Source: an optimization exercise on an open RTL-to-GDS flow (aim: small area, a short achievable clock period and few clock cycles per item). Production flows keep margins and buffers that such runs may drop.
Function was checked by simulation only, so behaviour that the tests miss may differ from the original.
Power is estimated from default activity; no workload was simulated.

## the reference run
## shift_add_multiplier
module shift_add_multiplier
#(
    parameter int OPERAND_WIDTH = 32
)
(
    input  logic        flush,
    input  logic        clk,
    input  logic        rst,
    input  logic        start,
    input  logic [1:0]  mul_type,
    input  logic [31:0] a,
    input  logic [31:0] b,
    output logic [63:0] p,
    output logic        done,
    output logic        work
);
Size in the first run: roughly 1000 cells after synthesis, roughly 140 I/O pins, ~11000 um2 of cells after synthesis.
export LEC_CHECK = 0
export ABC_CLOCK_PERIOD_IN_PS = 3000
export CAP_MARGIN = 20
export CORE_MARGIN = 2
export CORE_UTILIZATION = 40
export CTS_BUF_LIST = sky130_fd_sc_hd__clkbuf_4 sky130_fd_sc_hd__clkbuf_8
export SETUP_SLACK_MARGIN = 2.5
export SLEW_MARGIN = 20
create_clock -name core_clock -period 5.5 [get_ports {clk}]
standard.sh (not shown) runs the stock make flow with config.mk's settings and CLKGATE_MAP_FILE= SYNTH_SCRIPT=/design/flow/synth_recipe.tcl, a recipe that flattens the netlist after the stock synthesis.
==> flow/flow/run.sh <==
#!/bin/bash
# The standard layout, with the port buffers that buffer_ports inserts made
# from the smallest buffer instead of the delay cell it picks by default.
set -euo pipefail
export BUFFER_PORTS_ARGS="-buffer_cell sky130_fd_sc_hd__buf_1"
bash standard.sh > standard_flow.log 2>&1
The reference run: done, clean on timing, DRC and antenna
Testbench counts of the reference run, summed over its fixed seeds: cycles 7,680, items 768.
Setup changes, the reference run to the trial run
Settings: SETUP_SLACK_MARGIN now 2.9, was 2.5; ABC_CLOCK_PERIOD_IN_PS now 2500, was 3000.
[summary]
- The trial run went all the way through synthesis, placement and routing and the layout is clean on timing, DRC and antenna.
- Register cell area after layout: the trial run vs the reference run — no meaningful difference
- In the reports for the trial run and the reference run, the smaller minimum hold slack belongs to the trial run.
- Clock share of power (higher): the reference run
- Core utilization | the trial run above the reference run

---

== job 8030 ==
shift_add_multiplier, a different RTL version from the one above (not shown whole).
For scale: about 900 cells after synthesis, ~150 flip-flops, roughly 140 I/O pins, about 9500 um^2 of cells after synthesis.
clock: 5.5 ns
lec_check: 0
abc_clock_period_in_ps: 2200
cap_margin: 20
core_margin: 2
core_utilization: 40
setup_slack_margin: 3.0
slew_margin: 20
run.sh (not shown) runs the stock make flow with config.mk's settings and CLKGATE_MAP_FILE= SYNTH_SCRIPT=/design/flow/synth_recipe.tcl, a recipe that flattens the netlist after the stock synthesis.
Stock flow here: none of the scripts above is used.
Job 8030: flow completed, timing, DRC and antenna clean
Testbench counts of job 8030, summed over its fixed seeds: cycles 9,984, items 768.
Relative to job 8030, the following input files were edited for job 5891:
Settings: changing ABC_CLOCK_PERIOD_IN_PS from 2200 to 2000; changing SETUP_SLACK_MARGIN from 3.0 to 3.3; changing CORE_UTILIZATION from 40 to 55; setting CTS_BUF_LIST to sky130_fd_sc_hd__clkbuf_4 sky130_fd_sc_hd__clkbuf_8 for the first time.
==> flow/flow/run.sh (new file) <==
#!/bin/bash
# The standard layout, with the port buffers that buffer_ports inserts made
# from the smallest buffer instead of the delay cell it picks by default.
set -euo pipefail
export BUFFER_PORTS_ARGS="-buffer_cell sky130_fd_sc_hd__buf_1"
bash standard.sh > standard_flow.log 2>&1
==> flow/standard.sh (new file) <==
#!/bin/bash
# synth_recipe.tcl (not shown) runs the flow's synth.tcl, then flattens the netlist and writes it again
# the make line also repeats each setting of config.mk as NAME=value (left out here)
make -C /OpenROAD-flow-scripts/flow DESIGN_CONFIG=/design/flow/config.mk WORK_HOME=/design/flow/orfs CLKGATE_MAP_FILE= SYNTH_SCRIPT=/design/flow/synth_recipe.tcl "${@:-finish}"
removed: flow/run.sh
==> comparison <==
| depth of the most critical reg-to-reg path | job 5891 vs job 8030 | 1 lower |. Cmp job 5891 vs job 8030: global-route track usage on met2 higher in job 5891. Of job 5891 and job 8030, the lower detail-routed via count per cell belongs to job 8030. On HPWL after detailed placement: job 5891 sits below job 8030. The final layouts of job 5891 and job 8030 pass the timing, DRC and antenna checks. Compared with job 8030, the router placed more vias in job 5891. The faster design of the two is job 5891; job 8030 tops out lower. [job 5891 vs job 8030] arrival time of the worst setup path: lower in job 5891.
For job 1227, these inputs were changed with respect to job 5891:
Settings: ABC_CLOCK_PERIOD_IN_PS: 2000 -> 2200; SETUP_SLACK_MARGIN: 3.3 -> 3.4; CORE_UTILIZATION: 55 -> 40; CTS_BUF_LIST: sky130_fd_sc_hd__clkbuf_4 sky130_fd_sc_hd__clkbuf_8 -> unset.
==> flow/run.sh (new file) <==
#!/bin/bash
# synth_recipe.tcl (not shown) runs the flow's synth.tcl, then flattens the netlist and writes it again
# the make line also repeats each setting of config.mk as NAME=value (left out here)
make -C /OpenROAD-flow-scripts/flow DESIGN_CONFIG=/design/flow/config.mk WORK_HOME=/design/flow/orfs CLKGATE_MAP_FILE= SYNTH_SCRIPT=/design/flow/synth_recipe.tcl finish
removed: flow/flow/run.sh
removed: flow/standard.sh
### Flow results
Slowest cell on the critical path: or3b_4 -> job 5891, fa_1 -> job 1227. Per the comparison of job 1227 with job 5891, detailed placer's ending HPWL has increased; register fraction of the total cell area has decreased; maximum frequency has decreased.
The inputs of job 9984 differ from those of job 1227 as listed below.
Settings: SETUP_SLACK_MARGIN changed from 3.4 to 3.3; CTS_CLUSTER_SIZE newly set to 40; CTS_CLUSTER_DIAMETER newly set to 80; CTS_BUF_LIST newly set to sky130_fd_sc_hd__clkbuf_4 sky130_fd_sc_hd__clkbuf_8; ABC_CLOCK_PERIOD_IN_PS changed from 2200 to 2000.
==> flow/flow/run.sh (new file) <==
#!/bin/bash
# The standard layout, with the port buffers that buffer_ports inserts made
# from the smallest buffer instead of the delay cell it picks by default.
set -euo pipefail
export BUFFER_PORTS_ARGS="-buffer_cell sky130_fd_sc_hd__buf_1"
bash standard.sh > standard_flow.log 2>&1
==> flow/standard.sh (new file) <==
#!/bin/bash
# synth_recipe.tcl (not shown) runs the flow's synth.tcl, then flattens the netlist and writes it again
# the make line also repeats each setting of config.mk as NAME=value (left out here)
make -C /OpenROAD-flow-scripts/flow DESIGN_CONFIG=/design/flow/config.mk WORK_HOME=/design/flow/orfs CLKGATE_MAP_FILE= SYNTH_SCRIPT=/design/flow/synth_recipe.tcl "${@:-finish}"
removed: flow/run.sh
--- outcome ---
Compared to job 1227, job 9984 has proportion of power drawn by flip-flops and latches 2.1 points higher.
Cell count, job 9984 vs job 1227: down by a few percent
Job 9984 against job 1227; weighted congestion reported at the end of routability-driven placement is down slightly.
NOTE power consumption job 1227->job 9984 decreased by more than 10%
[diff] post-layout worst setup margin, job 9984 relative to job 1227: improvement
Setup changes, job 9984 to job 6273
Settings: clearing CTS_CLUSTER_DIAMETER, which used to be 80; swapping 3.3 for 3.0 in SETUP_SLACK_MARGIN; putting ABC_AREA at 1 where nothing was set; clearing ABC_CLOCK_PERIOD_IN_PS, which used to be 2000; clearing CTS_CLUSTER_SIZE, which used to be 40.
Notes after the runs:
| number of post-CTS setup repair buffers | job 6273 vs job 9984 | 13 lower |
Cmp job 9984 and job 6273 / final cell count without fillers / lower: job 9984
For the met3 global-route usage, job 6273 came in 1.7 points lower than job 9984 did.
Job 6273 finished end to end and its layout was clean on timing, DRC and antenna.
Job 9984: all stages complete, timing, DRC and antenna checks passed
Job 6273 vs. job 9984: placeable core area higher; share of cells above drive strength 1 decreased by 17 points relative to the old numbers; share of cell area taken by multi-input logic gates went down; worst endpoint data arrival time rose by 290 ps; synthesis-to-layout area growth lower.
The global-route usage number comes out higher for job 9984 vs job 6273.
For job 6273, the critical path capture point was C[4], unlike job 9984, where it was P_hi[9].
Summary of the comparison: power after layout is lower in job 6273, relative to job 9984.
The following lists how job 5332 was set up differently from job 6273:
Settings: ABC_CLOCK_PERIOD_IN_PS now 2200, previously not set; ABC_AREA no longer set, was 1.
Findings:
Job 5332 against job 6273: leakage power figure now sits lower; critical-path maximum fanout dropped 10; worst setup timing slack at the placement stage moved down; total wirelength of the detailed-routed design saw a decrease; sequential share of layout area now sits higher.
Of job 5332 and job 6273, the higher smallest hold slack belongs to job 5332.

---

RTL: one of the versions met above, not the one the previous note started from.
For scale: ~1000 cells after synthesis, ~160 flip-flops, roughly 140 I/O pins, ~11000 µm² of cells after synthesis.
clock: 5.5 ns
lec_check: 0
abc_clock_period_in_ps: 2700
cap_margin: 20
core_margin: 2
core_utilization: 40
cts_buf_list: sky130_fd_sc_hd__clkbuf_4 sky130_fd_sc_hd__clkbuf_8
setup_slack_margin: 2.8
slew_margin: 20
standard.sh (not shown) runs the stock make flow with config.mk's settings and CLKGATE_MAP_FILE= SYNTH_SCRIPT=/design/flow/synth_recipe.tcl, a recipe that flattens the netlist after the stock synthesis.
==> flow/flow/run.sh <==
#!/bin/bash
# The standard layout, with the port buffers that buffer_ports inserts made
# from the smallest buffer instead of the delay cell it picks by default, and
# clock-tree sinks clustered into larger groups.
set -euo pipefail
export BUFFER_PORTS_ARGS="-buffer_cell sky130_fd_sc_hd__buf_1"
export CTS_ARGS="-sink_clustering_enable -repair_clock_nets -sink_clustering_size 40 -sink_clustering_max_diameter 150 -buf_list sky130_fd_sc_hd__clkbuf_8"
bash standard.sh > standard_flow.log 2>&1
Testbench counts at the start, summed over its fixed seeds: cycles 7,680, items 768.
Change:
==> flow/flow/run.sh (replaced) <==
#!/bin/bash
# The standard layout, with the port buffers that buffer_ports inserts made
# from the smallest buffer instead of the delay cell it picks by default.
set -euo pipefail
export BUFFER_PORTS_ARGS="-buffer_cell sky130_fd_sc_hd__buf_1"
bash standard.sh > standard_flow.log 2>&1
ABC_CLOCK_PERIOD_IN_PS = 2000   (was 2700)
SETUP_SLACK_MARGIN = 3.4   (was 2.8)
Wire length went up by 14%.
Synthesized cell count stays the same.
Cell count goes up by 5.5%.
Count of clock-buffer cells in the layout is higher by 1.
Global-route usage came out higher by 2.1 points.
Sequential power goes up by about 3%.
Non-clock buffer count grows by 81.
Change:
ABC_CLOCK_PERIOD_IN_PS = 2700   (was 2000)
CORE_UTILIZATION = 50   (was 40)
SETUP_SLACK_MARGIN = 2.8   (was 3.4)
After rerunning: Routed wire length came out lower by 12%; clock skew is about the same; sequential power hardly moves; maximum frequency came out higher by 3.2%; synthesized cell count stays the same; design area came out lower by 14%; sequential share of layout area came out higher by 4.2 points; non-clock buffer count came out lower by 80.
Change:
ABC_CLOCK_PERIOD_IN_PS = 2200   (was 2700)
CORE_UTILIZATION = 40   (was 50)
SETUP_SLACK_MARGIN = 3.0   (was 2.8)
Design area grows by about 4.7%.
Clock power increases by about 2.6%.
Synthesized cell count is unchanged.
Total power came out higher by 4.4%.
Hold slack improved by 0.014 ns.
Count of clock-buffer cells in the layout stays the same.
Synthesized area is unchanged.
Wire length is higher by 3.6%.
Sequential share of layout area decreases by 1.4 points.
Critical path depth came out higher by 2.
Core utilization fell by 10 points.
Change:
ABC_CLOCK_PERIOD_IN_PS = 2700   (was 2200)
SETUP_SLACK_MARGIN = 2.8   (was 3.0)
What happened: Count of clock-buffer cells in the layout is unchanged; critical path depth falls by 2; area after synthesis does not change; sequential share of layout area rose by 1.0 points; wire length fell by a few percent; design area went down by a few percent; synthesized cell count stays the same; clock power increases by roughly a tenth; power came out lower by a few percent; sequential power falls slightly; global-route usage went down by 0.59 points.

==> what the ideal ports hide <==
No port has a modelled driver above. Below, the same layouts with a new extraction and two added sets of constraints. Step 1: set_driving_cell puts a clkbuf_16 on clk and a buf_2 on each other input, an assumption about the parent block. Step 2 adds t to the input delays and takes it off the output delays; t is the mean of the earliest and latest rising clock arrival at the registers after step 1. Input paths then give back, and output paths get back, about the clock's delay inside the block. a / b / c = ideal ports / drivers / drivers and shift; a / b = the first two.
run | shift t [ns] | slack for setup (ns) | worst setup path at the end | worst slew at a driven data input, ns | pins driven straight from the clock port
the reference run | 0.498 | 2.602 / 2.592 / 2.093 | input to register | 0.07 | 1
the trial run | 0.497 | 2.818 / 2.829 / 2.331 | input to register | 0.07 | 1
job 8030 | 0.480 | 3.032 / 2.985 / 2.579 | input to register | 0.07 | 1
job 5891 | 0.504 | 3.286 / 3.279 / 2.800 | input to register | 0.06 | 1
job 1227 | 0.463 | 3.226 / 3.236 / 2.773 | input to register | 0.09 | 1
job 9984 | 0.491 | 3.292 / 3.280 / 2.820 | input to register | 0.06 | 1
job 6273 | 0.496 | 3.139 / 3.139 / 2.708 | input to register | 0.05 | 1
job 5332 | 0.497 | 3.115 / 3.115 / 2.684 | input to register | 0.05 | 1
the first run of note 3 | 0.510 | 2.805 / 2.830 / 2.320 | input to register | 0.07 | 1
the second run of note 3 | 0.513 | 2.731 / 2.736 / 2.223 | input to register | 0.10 | 1
the third run of note 3 | 0.517 | 2.816 / 2.837 / 2.320 | input to register | 0.06 | 1
the fourth run of note 3 | 0.510 | 2.811 / 2.806 / 2.296 | input to register | 0.08 | 1
the fifth run of note 3 | 0.510 | 2.805 / 2.830 / 2.320 | input to register | 0.07 | 1
After both steps every run listed still meets setup and hold. The setup slack of the fourth run of note 3, which loses most, moves by -0.005 ns with the drivers and by -0.515 ns with both steps.
